Background: an optimization exercise with open tools, aiming at small area. Do not read the settings as production practice.
In this exercise RTL edits were held to simulation tests only and were not proved equivalent to the original.
Power is estimated from default activity; no workload was simulated.

==> flow/design.v <==
module test_pattern_lcd (
		clk,
		reset,
		vsync,
		hsync,
		active,  
		rgb
	);
	input wire clk;
	input wire reset;
	input wire vsync, hsync, active;
	output wire [4*3*8-1:0] rgb; 
	reg [10:0] x, y, px, py;
	reg del_active, act;
	always @(posedge clk) begin
		del_active <= active;
		act <= del_active; 
		py <= ( vsync ) ? 0 : ( del_active && !active ) ? py + 1 : py;  
		px <= ( hsync ) ? 0 : ( del_active &&  active ) ? px + 4 : px;  
		x <= px;
		y <= py;
	end
	wire [8:0] xl;
	assign xl = x[10:2];  
	smpte_test i_test0( clk, act, {xl,2'd0}, y, rgb[ 7: 0], rgb[15: 8], rgb[23:16] );
	smpte_test i_test1( clk, act, {xl,2'd1}, y, rgb[31:24], rgb[39:32], rgb[47:40] );
	smpte_test i_test2( clk, act, {xl,2'd2}, y, rgb[55:48], rgb[63:56], rgb[71:64] );
	smpte_test i_test3( clk, act, {xl,2'd3}, y, rgb[79:72], rgb[87:80], rgb[95:88] );	
endmodule
module smpte_test(	clk, act, x,	y,	r,	g, b );
	parameter VID_HEIGHT 	= 1600;
	parameter VID_WIDTH		= 1600;
	input wire clk;
	input wire [10:0] x, y;
	output wire [7:0] r, g, b;
	input wire act;
	localparam SMPTE_Argent 		= 24'hc0c0c0;
	localparam SMPTE_Acid_Green 	= 24'hc0c000;
	localparam SMPTE_Turquise_Surf 	= 24'h00c0c0;
	localparam SMPTE_Islamic_Green 	= 24'h00c000;
	localparam SMPTE_Deep_Magenta 	= 24'hc000c0;
	localparam SMPTE_UE_Red 		= 24'hc00000;
	localparam SMPTE_Medium_Blue 	= 24'h0000c0;
	localparam SMPTE_Oxford_Blue 	= 24'h00214c;
	localparam SMPTE_White 			= 24'hffffff;
	localparam SMPTE_Deep_Violet 	= 24'h32006a;
	localparam SMPTE_Eerie_Black 	= 24'h1d1d1d;
	localparam SMPTE_Chineese_Black = 24'h131313;
	localparam SMPTE_Vampire_Black 	= 24'h090909;
	reg [23:0] rgb;
	always @(posedge clk) begin
		if( !act ) begin
			rgb <= 0;
		end else if( x == 0 || y == 0 || x == VID_HEIGHT-1 || y == VID_WIDTH-1 ) begin  
			rgb <= SMPTE_White;
		end else if ( (x == 500 || x == 1099 ) && y >= 500 && y < 1100 ||
		              (y == 500 || y == 1099 ) && x >= 500 && x < 1100 ) begin  
			rgb <= SMPTE_White;
		end else if ( x == y || x == VID_HEIGHT-y-1 ) begin  
			rgb <= SMPTE_White;
		end else if ( y <= ((VID_HEIGHT*3)/4)) begin  
			if( x < ((VID_WIDTH*1)/7)) begin
				rgb <= SMPTE_Argent;
			end else if( x < ((VID_WIDTH*2)/7)) begin
				rgb <= SMPTE_Acid_Green;
			end else if( x < ((VID_WIDTH*3)/7)) begin
				rgb <= SMPTE_Turquise_Surf;
			end else if( x < ((VID_WIDTH*4)/7)) begin
				rgb <= SMPTE_Islamic_Green;
			end else if( x < ((VID_WIDTH*5)/7)) begin
				rgb <= SMPTE_Deep_Magenta;
			end else if( x < ((VID_WIDTH*6)/7)) begin
				rgb <= SMPTE_UE_Red;
			end else begin
				rgb <= SMPTE_Medium_Blue;
			end
		end else begin  
			if( x < ((VID_WIDTH*1)/6) ) begin
				rgb <= SMPTE_Oxford_Blue;
			end else if( x < ((VID_WIDTH*2)/6) ) begin
				rgb <= SMPTE_White;
			end else if( x < ((VID_WIDTH*3)/6) ) begin
				rgb <= SMPTE_Deep_Violet;
			end else if( x < ((VID_WIDTH*4)/6) ) begin
				rgb <= SMPTE_Eerie_Black;
			end else if( x < ((VID_WIDTH*5)/6) ) begin
				rgb <= SMPTE_Chineese_Black;
			end else begin
				rgb <= SMPTE_Vampire_Black;
			end
		end
	end
	assign {r,g,b} = rgb;
endmodule
module hex_font4 (
		clk,
		reset,
		vsync,
		hsync,
		active,  
		char_x, 
		char_y,
		hex_char   
	);
	input wire clk;
	input wire reset;
	input wire vsync, hsync, active;
	output wire [7:0] char_x;
	output wire [7:0] char_y;
	output wire [63:0] hex_char;   
	reg [10:0] x, y;
	reg del_active;
	always @(posedge clk) begin
		del_active <= active;
		y <= ( vsync ) ? 11'd0 : ( del_active && !active ) ? y + 11'd1 : y;
		x <= ( hsync ) ? 11'd0 : ( active ) ? x + 11'd1 : x;
	end
	assign char_x = x[8:1]; 
	assign char_y = { 1'b0, y[10:4]};
	reg [16*5-1:0] hex_char_row;
	always @(y) begin
		case ( y[3:1] ) 
		3'd0: hex_char_row = 80'b01110_00100_01110_11110_10001_11111_01110_11111_01110_01110_01110_11110_01110_11110_11111_11111;
		3'd1: hex_char_row = 80'b10001_01100_10001_00001_10001_10000_10001_00001_10001_10001_10001_10001_10001_10001_10000_10000;
		3'd2: hex_char_row = 80'b10011_00100_00001_00001_10001_10000_10000_00001_10001_10001_10001_10001_10000_10001_10000_10000;
		3'd3: hex_char_row = 80'b10101_00100_00010_01110_11111_11110_11110_00010_01110_01111_10001_11110_10000_10001_11110_11110;
		3'd4: hex_char_row = 80'b11001_00100_00100_00001_00001_00001_10001_00100_10001_00001_11111_10001_10000_10001_10000_10000;
		3'd5: hex_char_row = 80'b10001_00100_01000_00001_00001_00001_10001_00100_10001_10001_10001_10001_10001_10001_10000_10000;
		3'd6: hex_char_row = 80'b01110_01110_11111_11110_00001_11110_01110_00100_01110_01110_10001_11110_01110_11110_11111_10000;
		default: hex_char_row = 80'b0;
		endcase
	end
	reg [16*4-1:0] exp_row;
	integer ii;
	always @(x, hex_char_row) begin
		for( ii = 0; ii < 16; ii = ii + 1 ) begin
			exp_row[ii*4+3-:4] = (!x[0]) ? { hex_char_row[80-ii*5-4], hex_char_row[80-ii*5-5], hex_char_row[80-ii*5-5], 1'b0 } 
			                             : { hex_char_row[80-ii*5-1], hex_char_row[80-ii*5-1], hex_char_row[80-ii*5-2], hex_char_row[80-ii*5-3] };
		end
	end
	reg [63:0] hex_reg;
	always @(posedge clk)
		hex_reg <= exp_row;
	assign hex_char = hex_reg;
endmodule
module hex_overlay4
#( 
	parameter LEN = 1 
)
(
	clk,
	reset,
	char_x,
	char_y,
	hex_char,  
	in,  
	x,
	y,
	out
);	
	input wire clk, reset;
	input wire [7:0] char_x, char_y;
	input wire [63:0] hex_char;  
	input wire [LEN*4-1:0] in;  
	input wire [7:0] x;
	input wire [7:0] y;
	output wire [3:0] out;
	reg [LEN-1:0] cov0, cov1, cov2, cov3;
	integer ii;
	always @(char_x, char_y, hex_char, in, x, y) begin
		for( ii = 0; ii < LEN; ii = ii + 1 ) begin
			{ cov3[ii], cov2[ii], 
			  cov1[ii], cov0[ii] }  = ( char_x != ( x + ii ) ) ? 4'b0000 :
			                           ( char_y !=   y        ) ? 4'b0000 :
									   ( in[(LEN-ii)*4-1-:4] == 4'h0 ) ? hex_char[0*4+3-:4] :
									   ( in[(LEN-ii)*4-1-:4] == 4'h1 ) ? hex_char[1*4+3-:4] :
									   ( in[(LEN-ii)*4-1-:4] == 4'h2 ) ? hex_char[2*4+3-:4] :
									   ( in[(LEN-ii)*4-1-:4] == 4'h3 ) ? hex_char[3*4+3-:4] :
									   ( in[(LEN-ii)*4-1-:4] == 4'h4 ) ? hex_char[4*4+3-:4] :
									   ( in[(LEN-ii)*4-1-:4] == 4'h5 ) ? hex_char[5*4+3-:4] :
									   ( in[(LEN-ii)*4-1-:4] == 4'h6 ) ? hex_char[6*4+3-:4] :
									   ( in[(LEN-ii)*4-1-:4] == 4'h7 ) ? hex_char[7*4+3-:4] :
									   ( in[(LEN-ii)*4-1-:4] == 4'h8 ) ? hex_char[8*4+3-:4] :
									   ( in[(LEN-ii)*4-1-:4] == 4'h9 ) ? hex_char[9*4+3-:4] :
									   ( in[(LEN-ii)*4-1-:4] == 4'hA ) ? hex_char[10*4+3-:4] :
									   ( in[(LEN-ii)*4-1-:4] == 4'hB ) ? hex_char[11*4+3-:4] :
									   ( in[(LEN-ii)*4-1-:4] == 4'hC ) ? hex_char[12*4+3-:4] :
									   ( in[(LEN-ii)*4-1-:4] == 4'hD ) ? hex_char[13*4+3-:4] :
									   ( in[(LEN-ii)*4-1-:4] == 4'hE ) ? hex_char[14*4+3-:4] :
									     hex_char[15*4+3-:4] ;
		end
	end
	reg [3:0] oreg;
	always @(posedge clk)
		oreg <= { |cov3, |cov2, |cov1, |cov0 };  
	assign out = oreg;
endmodule
module commit_overlay
#( 
	parameter R =  29
)
( 
		clk,
		reset,
		vsync,
		hsync,
		active,
		out,
		blink
	);
	input wire clk;
	input wire reset;
	input wire vsync, hsync, active;
	output wire [3:0] out;
	output wire blink;
	reg [10:0] x, y;
	reg del_active;
	always @(posedge clk) begin
		del_active <= active;
		y <= ( vsync ) ? 0 : ( del_active && !active ) ? y + 1 : y;  
		x <= ( hsync ) ? 0 : ( active ) ? x + 1 : x;  
	end 
	reg [7:0] commit_rom [63:0];  
	initial $readmemb("commit.mem", commit_rom );
	wire window;
	assign window = ( y[10:4] == 7'd50 && x[10:4] == 7'd1 ) ? 1'b1 : 1'b0;
	reg [29:0] bcnt;  
	always @(posedge clk)
		bcnt <= ( reset ) ? 30'd0 : bcnt + 1;
	wire [5:0] raddr;
	reg [7:0] rdata;
	assign raddr[5:0] = ( window ) ? { x[3:1], y[3:1] } :  
						              { bcnt[R-:3], 3'b111 };  
	always @(posedge clk) rdata <= commit_rom[ raddr ];  
	reg del_x0;
	reg del_window;
	reg [3:0] oreg;
	always @(posedge clk) begin
		del_window <= window;
		del_x0 <= x[0];
		oreg <= ( !del_window ) ? 4'b0000 :  
				 ( y[3:1] == 3'b111 ) ? 4'b0000 :  
	             ( del_x0 ) ? { rdata[1], {2{rdata[0]}}, 1'b0 } :
	                          { {2{rdata[4]}}, rdata[3:2] };
	end
	assign out = oreg;
	assign blink = ( bcnt[R-:3] == 3'd7 ) ? 1'b0 :  
	               ( bcnt[R-5-:3] == 3'd0 ) ? 1'b1 :
	               ( bcnt[R-5-:3] == 3'd2 ) ? 1'b1 :
	               ( bcnt[R-5-:3] == 3'd3 ) ? 1'b0 :
	               ( bcnt[R-5-:3] == 3'd4 ) ? 1'b0 :
	               ( bcnt[R-5-:3] == 3'd5 ) ? 1'b0 :
	               ( bcnt[R-5-:3] == 3'd6 ) ? 1'b0 :
	               ( bcnt[R-5-:3] == 3'd7 ) ? 1'b0 :
				   ( bcnt[R-3-:2] == 2'd0 ) ? rdata[3] :  
				   ( bcnt[R-3-:2] == 2'd1 ) ? rdata[2] :
				   ( bcnt[R-3-:2] == 2'd2 ) ? rdata[1] :
				     rdata[0] ;
endmodule
module pixel_source (
	clk,
	reset,
	vsync,
	hsync,
	active,
	rgb,
	ovl,
	led0
	);
	input wire clk;
	input wire reset;
	input wire vsync, hsync, active;
	output wire [95:0] rgb;
	output wire [3:0] ovl;
	output wire led0;
	wire [3:0] ovl0, ovl1, ovl2;
	test_pattern_lcd i_test_pat (
		.clk	( clk ),
		.reset  ( reset ),
		.vsync	( vsync ),
		.hsync	( hsync ),
		.active ( active ),
		.rgb( rgb )
	);
	wire [7:0] char_x, char_y;
	wire [63:0] hex_char;
	hex_font4 i_font (
		.clk	( clk ),
		.reset  ( reset ),
		.vsync	( vsync ),
		.hsync	( hsync ),
		.active ( active ),
		.char_x ( char_x ),
		.char_y ( char_y ),
		.hex_char ( hex_char )
	);
	commit_overlay i_com_ovl( clk, reset, vsync, hsync, active, ovl0, led0 );
	reg [31:0] frame_count;
	always @(posedge clk) begin
		frame_count <= ( reset ) ? 0 : ( vsync ) ? frame_count + 1 : frame_count;
	end
	hex_overlay4 #( 8 ) i_hex1( clk, reset, char_x, char_y, hex_char, frame_count, 8'd90, 8'd4, ovl1 );
	reg [31:0] clk_count;
	always @(posedge clk)
		clk_count <= ( reset ) ? 0 : clk_count + 1;
	hex_overlay4 #( 8 ) i_hex2( clk, reset, char_x, char_y, hex_char, clk_count, 8'd90, 8'd6, ovl2 );
	assign ovl = ovl0 | ovl1 | ovl2;
endmodule
==> flow/commit.mem <==
00001110
00010001
00010001
00010001
00011111
00010001
00010001
00001010
00011110
00010001
00010001
00011110
00010001
00010001
00011110
00001011
00001110
00010001
00010000
00010000
00010000
00010001
00001110
00001100
00001110
00010001
00010011
00010101
00011001
00010001
00001110
00000000
00000100
00001100
00000100
00000100
00000100
00000100
00001110
00000001
00001110
00010001
00000001
00000010
00000100
00001000
00011111
00000010
00011110
00000001
00000001
00001110
00000001
00000001
00011110
00000011
00000000
00000000
00000000
00000000
00000000
00000000
00000000
00000000
==> flow/run.sh <==
#!/bin/bash
# synth_recipe.tcl (not shown) runs the flow's synth.tcl, then flattens the netlist and writes it again
# the make line also repeats each setting of config.mk as NAME=value (left out here)
make -C /OpenROAD-flow-scripts/flow DESIGN_CONFIG=/design/flow/config.mk WORK_HOME=/design/flow/orfs CLKGATE_MAP_FILE= SYNTH_SCRIPT=/design/flow/synth_recipe.tcl finish
==> flow/config.mk <==
export PLATFORM = sky130hd
export DESIGN_NAME = pixel_source
export DESIGN_NICKNAME = pixel_source
export VERILOG_FILES = /design/flow/design.v
export SDC_FILE = /design/flow/constraint.sdc
export NUM_CORES = 4
export LEC_CHECK = 0
export CAP_MARGIN = 20
export CORE_MARGIN = 2
export CORE_UTILIZATION = 40
export SLEW_MARGIN = 20
==> flow/constraint.sdc <==
create_clock -name core_clock -period 5.0 [get_ports {clk}]
set_input_delay 1.0000 -clock core_clock [delete_from_list [all_inputs] [get_ports {clk}]]
set_output_delay 1.0000 -clock core_clock [all_outputs]
set_load 0.01 [all_outputs]
==> impl_metrics.prom <==
# TYPE chip_impl_metric gauge
chip_impl_metric{name="tritoncts_buffers",unit=""} 39
chip_impl_metric{name="core_area",unit="um^2"} 67200
chip_impl_info{name="worstPathCellList",value="inv_1 -> ha_1 -> nor3b_1 -> mux2i_1 -> a211oi_1 -> o21a_1 -> o22a_1 -> nor3_4 -> a221o_1 -> o31a_1"} 1
chip_impl_metric{name="finalHoldWorstSlack",unit="ns"} 0.363
chip_impl_metric{name="drt-vias-per-instance",unit=""} 6.66
chip_impl_metric{name="synth_xor_xnor_area_share",unit="%"} 4.86
chip_impl_metric{name="timing.hold.worst_path_depth",unit=""} 0
chip_impl_info{name="layout.cells.most_common",value="nor2_1"} 1
chip_impl_metric{name="number_of_enable_flip_flop_cells_after_synthesis",unit=""} 0
chip_impl_metric{name="finish.utilization",unit="%"} 44.5
chip_impl_metric{name="yosysWarnings",unit=""} 6
chip_impl_metric{name="setup-tns-final",unit="ns"} 0
chip_impl_info{name="synthFlopType",value="dfxtp_1"} 1
chip_impl_metric{name="regToRegSetupSlack",unit="ns"} 1.03
chip_impl_metric{name="clk-insertion-delay-late",unit="ns"} 0.59
chip_impl_metric{name="first_global_vias",unit=""} 28000
chip_impl_metric{name="path_clk_slew",unit="ns"} 0.06
chip_impl_info{name="main_combinational_cell_family_by_area_after_synthesis",value="compound AO/OA/AOI/OAI gates"} 1
chip_impl_metric{name="synth_simple_gate_area_share",unit="%"} 25.4
chip_impl_metric{name="num_rows",unit=""} 95
chip_impl_metric{name="synth_seq_area_share",unit="%"} 22.9
chip_impl_metric{name="post-layout-total-power",unit="mW"} 7.09
chip_impl_metric{name="p_per_area",unit="nW/um^2"} 237
chip_impl_metric{name="worstPathArrival",unit="ns"} 4.43
chip_impl_info{name="clock_tree_from_tritoncts",value="built"} 1
chip_impl_metric{name="synth-seq-cells",unit=""} 311
chip_impl_metric{name="static-leakage-power",unit="nW"} 10.3
chip_impl_metric{name="cts_post_setup_buffers_inserted",unit=""} 0
chip_impl_metric{name="synth-adder-area-share",unit="%"} 1.25
chip_impl_metric{name="cts_htree_levels",unit=""} 2
chip_impl_metric{name="final_layout_size_suffix_gt1_share",unit="%"} 7.16
chip_impl_metric{name="synth_mux_area_share",unit="%"} 5.10
chip_impl_metric{name="synthesis.instances",unit=""} 3937
chip_impl_metric{name="timing.fmax",unit="GHz"} 0.252
chip_impl_metric{name="cpPeakStageDelay",unit="ns"} 0.74
chip_impl_info{name="min_delay_worst_endpoint",value="i_test_pat.y[10]"} 1
chip_impl_metric{name="fin_crit_sh",unit="%"} 79.4
chip_impl_metric{name="detailed_place.area",unit="um^2"} 28500
chip_impl_metric{name="synth_compound_gate_area_share",unit="%"} 32.6
chip_impl_metric{name="die_width",unit="um"} 265
chip_impl_metric{name="worst-slew-pin-transition",unit="ns"} 1.33
chip_impl_info{name="crit_path_start_kind",value="flop"} 1
chip_impl_metric{name="track_usage",unit="%"} 32.9
chip_impl_metric{name="area.growth.synth_to_final",unit="%"} 9.90
chip_impl_metric{name="floorplan.die_area",unit="um^2"} 70000
chip_impl_metric{name="drv_cap",unit=""} 0
chip_impl_info{name="hold_class",value="reg2reg"} 1
chip_impl_info{name="most-common-layout-cells",value="nor2_1, nand2_1, a21oi_1"} 1
chip_impl_info{name="critPathKind",value="reg2reg"} 1
chip_impl_metric{name="initial_utilization",unit="%"} 40.5
chip_impl_info{name="clockRootBuffer",value="clkbuf_16"} 1
chip_impl_metric{name="critical_path_required",unit="ns"} 5.46
chip_impl_metric{name="routed-via-count",unit=""} 31200
chip_impl_metric{name="number_of_antenna_violations_at_the_first_check_in_global_routing",unit=""} 4
chip_impl_metric{name="max-slew-margin-rel",unit="%"} 10.6
chip_impl_metric{name="globalRoute.totalOverflow",unit=""} 0
chip_impl_metric{name="final_critical_path_required_period",unit="ns"} 3.97
chip_impl_metric{name="synthesis.area",unit="um^2"} 27200
chip_impl_metric{name="dpl.hpwl",unit="mm"} 76.7
chip_impl_metric{name="clock_net_sink_count",unit=""} 311
chip_impl_metric{name="cts.path.max_buffers",unit=""} 3
chip_impl_metric{name="vdd_drop_max",unit="mV"} 0.211
chip_impl_metric{name="synth_fp_nets",unit=""} 3966
chip_impl_metric{name="grt_start_max_net_pins",unit=""} 64
chip_impl_metric{name="routed_wl",unit="mm"} 120
chip_impl_metric{name="crit_fanout",unit=""} 13
chip_impl_metric{name="worstPathBufferInverterCount",unit=""} 1
chip_impl_metric{name="ctsResizeCount",unit=""} 0
chip_impl_metric{name="crit_cells",unit=""} 10
chip_impl_info{name="r2r_end",value="i_test_pat.i_test2.rgb[7]"} 1
chip_impl_metric{name="rr_worst_depth",unit=""} 10
chip_impl_metric{name="pin_count",unit=""} 106
chip_impl_metric{name="finalWeightedCongestion",unit=""} 1.00
chip_impl_metric{name="async_reset_ff_share",unit="%"} 0
chip_impl_metric{name="report.final.hold_viol_count",unit=""} 0
chip_impl_metric{name="clock_tree_skew_after_final_layout",unit="ns"} 0.0343
chip_impl_metric{name="setup_viol",unit=""} 0
chip_impl_metric{name="largest_reg_flops",unit=""} 50
chip_impl_info{name="rsz0062_at_grt",value="false"} 1
chip_impl_metric{name="detailedRoute.firstPassIterationCount",unit=""} 9
chip_impl_metric{name="grt_pass1_wl",unit="mm"} 178
chip_impl_metric{name="drtAntennaViolNets",unit=""} 0
chip_impl_info{name="critPathSlowestCell",value="nor3b_1"} 1
chip_impl_info{name="critPathCaptureType",value="flop"} 1
chip_impl_metric{name="postLayoutCellArea",unit="um^2"} 29900
chip_impl_metric{name="route.detailed.wl_per_inst",unit="um"} 25.5
chip_impl_metric{name="slew_violations",unit=""} 0
chip_impl_metric{name="die_height",unit="um"} 265
chip_impl_info{name="reg2reg_from",value="i_test_pat.y[1]"} 1
chip_impl_metric{name="ys_types",unit=""} 96
chip_impl_info{name="result_of_the_run",value="complete, no violations"} 1
chip_impl_metric{name="io_buffers",unit=""} 105
chip_impl_metric{name="synth.avg_cell_area",unit="um^2"} 6.90
chip_impl_info{name="critPathTopFamily",value="compound AO/OA/AOI/OAI gates"} 1
chip_impl_info{name="min-delay-start",value="i_test_pat.py[10]"} 1
chip_impl_metric{name="initialDrtViolationCount",unit=""} 4996
chip_impl_metric{name="drc",unit=""} 0
chip_impl_metric{name="finish.net_count",unit=""} 3806
chip_impl_metric{name="cts_hold_buffers",unit=""} 0
-- metal layers --
| metal | share of wire [%] | vias to the layer above | GRT usage [%] | wire [um] |
|---|---|---|---|---|
| li1 | - | 14100 | - | - |
| met1 | 38 | 14400 | 41.1 | 45400 |
| met2 | 41 | 2082 | 47.5 | 49100 |
| met3 | 12 | 632 | 9.03 | 14300 |
| met4 | 9.0 | 2 | 25.9 | 10700 |
| met5 | 0.011 | - | 0 | 13 |
-- cells in the mapped netlist (13+ instances only) --
cell | number | share of area (%)
nand3_1 | 93 | 1.7
a2111oi_0 | 14 | 0.45
o21a_1 | 18 | 0.50
nand4_1 | 52 | 1.2
a21boi_0 | 15 | 0.41
nor3b_1 | 23 | 0.64
and2_1 | 24 | 0.55
nor3_1 | 77 | 1.4
buf_1 | 68 | 0.94
a211oi_1 | 40 | 1.1
clkbuf_1 | 328 | 4.5
inv_1 | 88 | 1.2
dfxtp_1 | 311 | 23
o211ai_1 | 42 | 1.2
nor2b_1 | 79 | 1.8
a21o_1 | 23 | 0.64
or2_2 | 13 | 0.30
o31a_1 | 16 | 0.52
nand2b_1 | 90 | 2.1
mux4_2 | 15 | 1.2
xor2_1 | 82 | 2.6
buf_4 | 33 | 0.91
nor4_1 | 27 | 0.62
ha_1 | 24 | 1.1
o22ai_1 | 100 | 2.3
nor2_1 | 405 | 5.6
a22oi_1 | 36 | 0.99
xnor2_1 | 66 | 2.1
mux2_2 | 18 | 0.75
a31oi_1 | 70 | 1.6
a221oi_1 | 43 | 1.4
and3_1 | 43 | 0.99
o31ai_1 | 31 | 0.86
o221ai_1 | 33 | 1.1
nand2_1 | 403 | 5.6
mux2i_1 | 83 | 3.1
a32oi_1 | 23 | 0.74
o311ai_0 | 13 | 0.42
clkinv_1 | 17 | 0.23
or3_1 | 50 | 1.2
a21oi_1 | 371 | 6.8
o21ai_0 | 298 | 5.5
a211o_1 | 13 | 0.42
-- worst reg2reg max path, cell delays in order, from the launching register on --
cell,delay (ns)
dfxtp_1,0.41
inv_1,0.18
ha_1,0.42
nor3b_1,0.74
mux2i_1,0.24
a211oi_1,0.46
o21a_1,0.19
o22a_1,0.32
nor3_4,0.09
a221o_1,0.49
o31a_1,0.34
-- metrics by stage --
stage	setup slack, ns	std cells
floorplan	1.69	3937
global placement	1.16	4609
detailed placement	1.12	4609
CTS	1.09	4674
global route	0.752	4674
finish	1.03	4682
-- layout make-up --
type / instances / area (um^2)
Clock buffer: 49 / 1060
Tap cell: 873 / 1090
Inverter: 105 / 394
Fill cell: 6962 / 37300
Clock inverter: 16 / 268
Sequential cell: 311 / 6230
Antenna cell: 8 / 20.0
Timing Repair Buffer: 232 / 2000
Multi-Input combinational cell: 3088 / 18800
-- kinds of logic after synthesis --
family                   after synthesis
AND/OR/NAND/NOR                     1431
AO/OA/AOI/OAI                       1363
buffers and inverters                538
flip-flops                           311
XOR/XNOR                             149
multiplexers                         117
adder cells (fa/ha/maj)               28
-- power breakdown --
group          switching [mW]  internal, mW  total [mW]
logic                   0.886         0.438        1.32
registers               0.183          2.58        2.76
clock network            1.18          1.82        3.00
-- worst max path at each step --
stage                    startpoint                    endpoint  slack (ns)
CTS                 i_test_pat.y[1]   i_test_pat.i_test2.rgb[7]        1.09
finish              i_test_pat.y[1]   i_test_pat.i_test2.rgb[7]        1.03
detailed placement  i_test_pat.y[0]   i_test_pat.i_test2.rgb[7]        1.12
floorplan           i_test_pat.y[0]  i_test_pat.i_test2.rgb[12]        1.69
global placement              vsync             frame_count[27]        1.16
global route        i_test_pat.y[0]   i_test_pat.i_test2.rgb[7]        0.75

[static timing again, ports no longer ideal]
Ports are ideal in the flow. The routed layout listed here was re-timed in OpenROAD. Step 1 (the two cells are an assumption about what drives the block):
set clk [get_ports {clk}]
set_driving_cell -lib_cell sky130_fd_sc_hd__clkbuf_16 $clk
set_driving_cell -lib_cell sky130_fd_sc_hd__buf_2 [delete_from_list [all_inputs] $clk]
Step 2 adds t to the input delays and takes it off the output delays; t is the mean of the earliest and latest rising clock arrival at the registers after step 1. Input paths then give back, and output paths get back, about the clock's delay inside the block. a / b / c = ideal / step 1 / step 2; a / b = the first two.
t, ns: 0.643
setup WS [ns]: 1.029 / 1.029 / 1.029
latest minus earliest clock arrival (ns): 0.040 / 0.040
slew at the worst register clock pin (ns): 0.07 / 0.07
pins driven straight from the clock port: 1
After both steps setup and hold are still met in this run. The setup slack of this run moves by 0.000 ns with the drivers and by 0.000 ns with both steps.
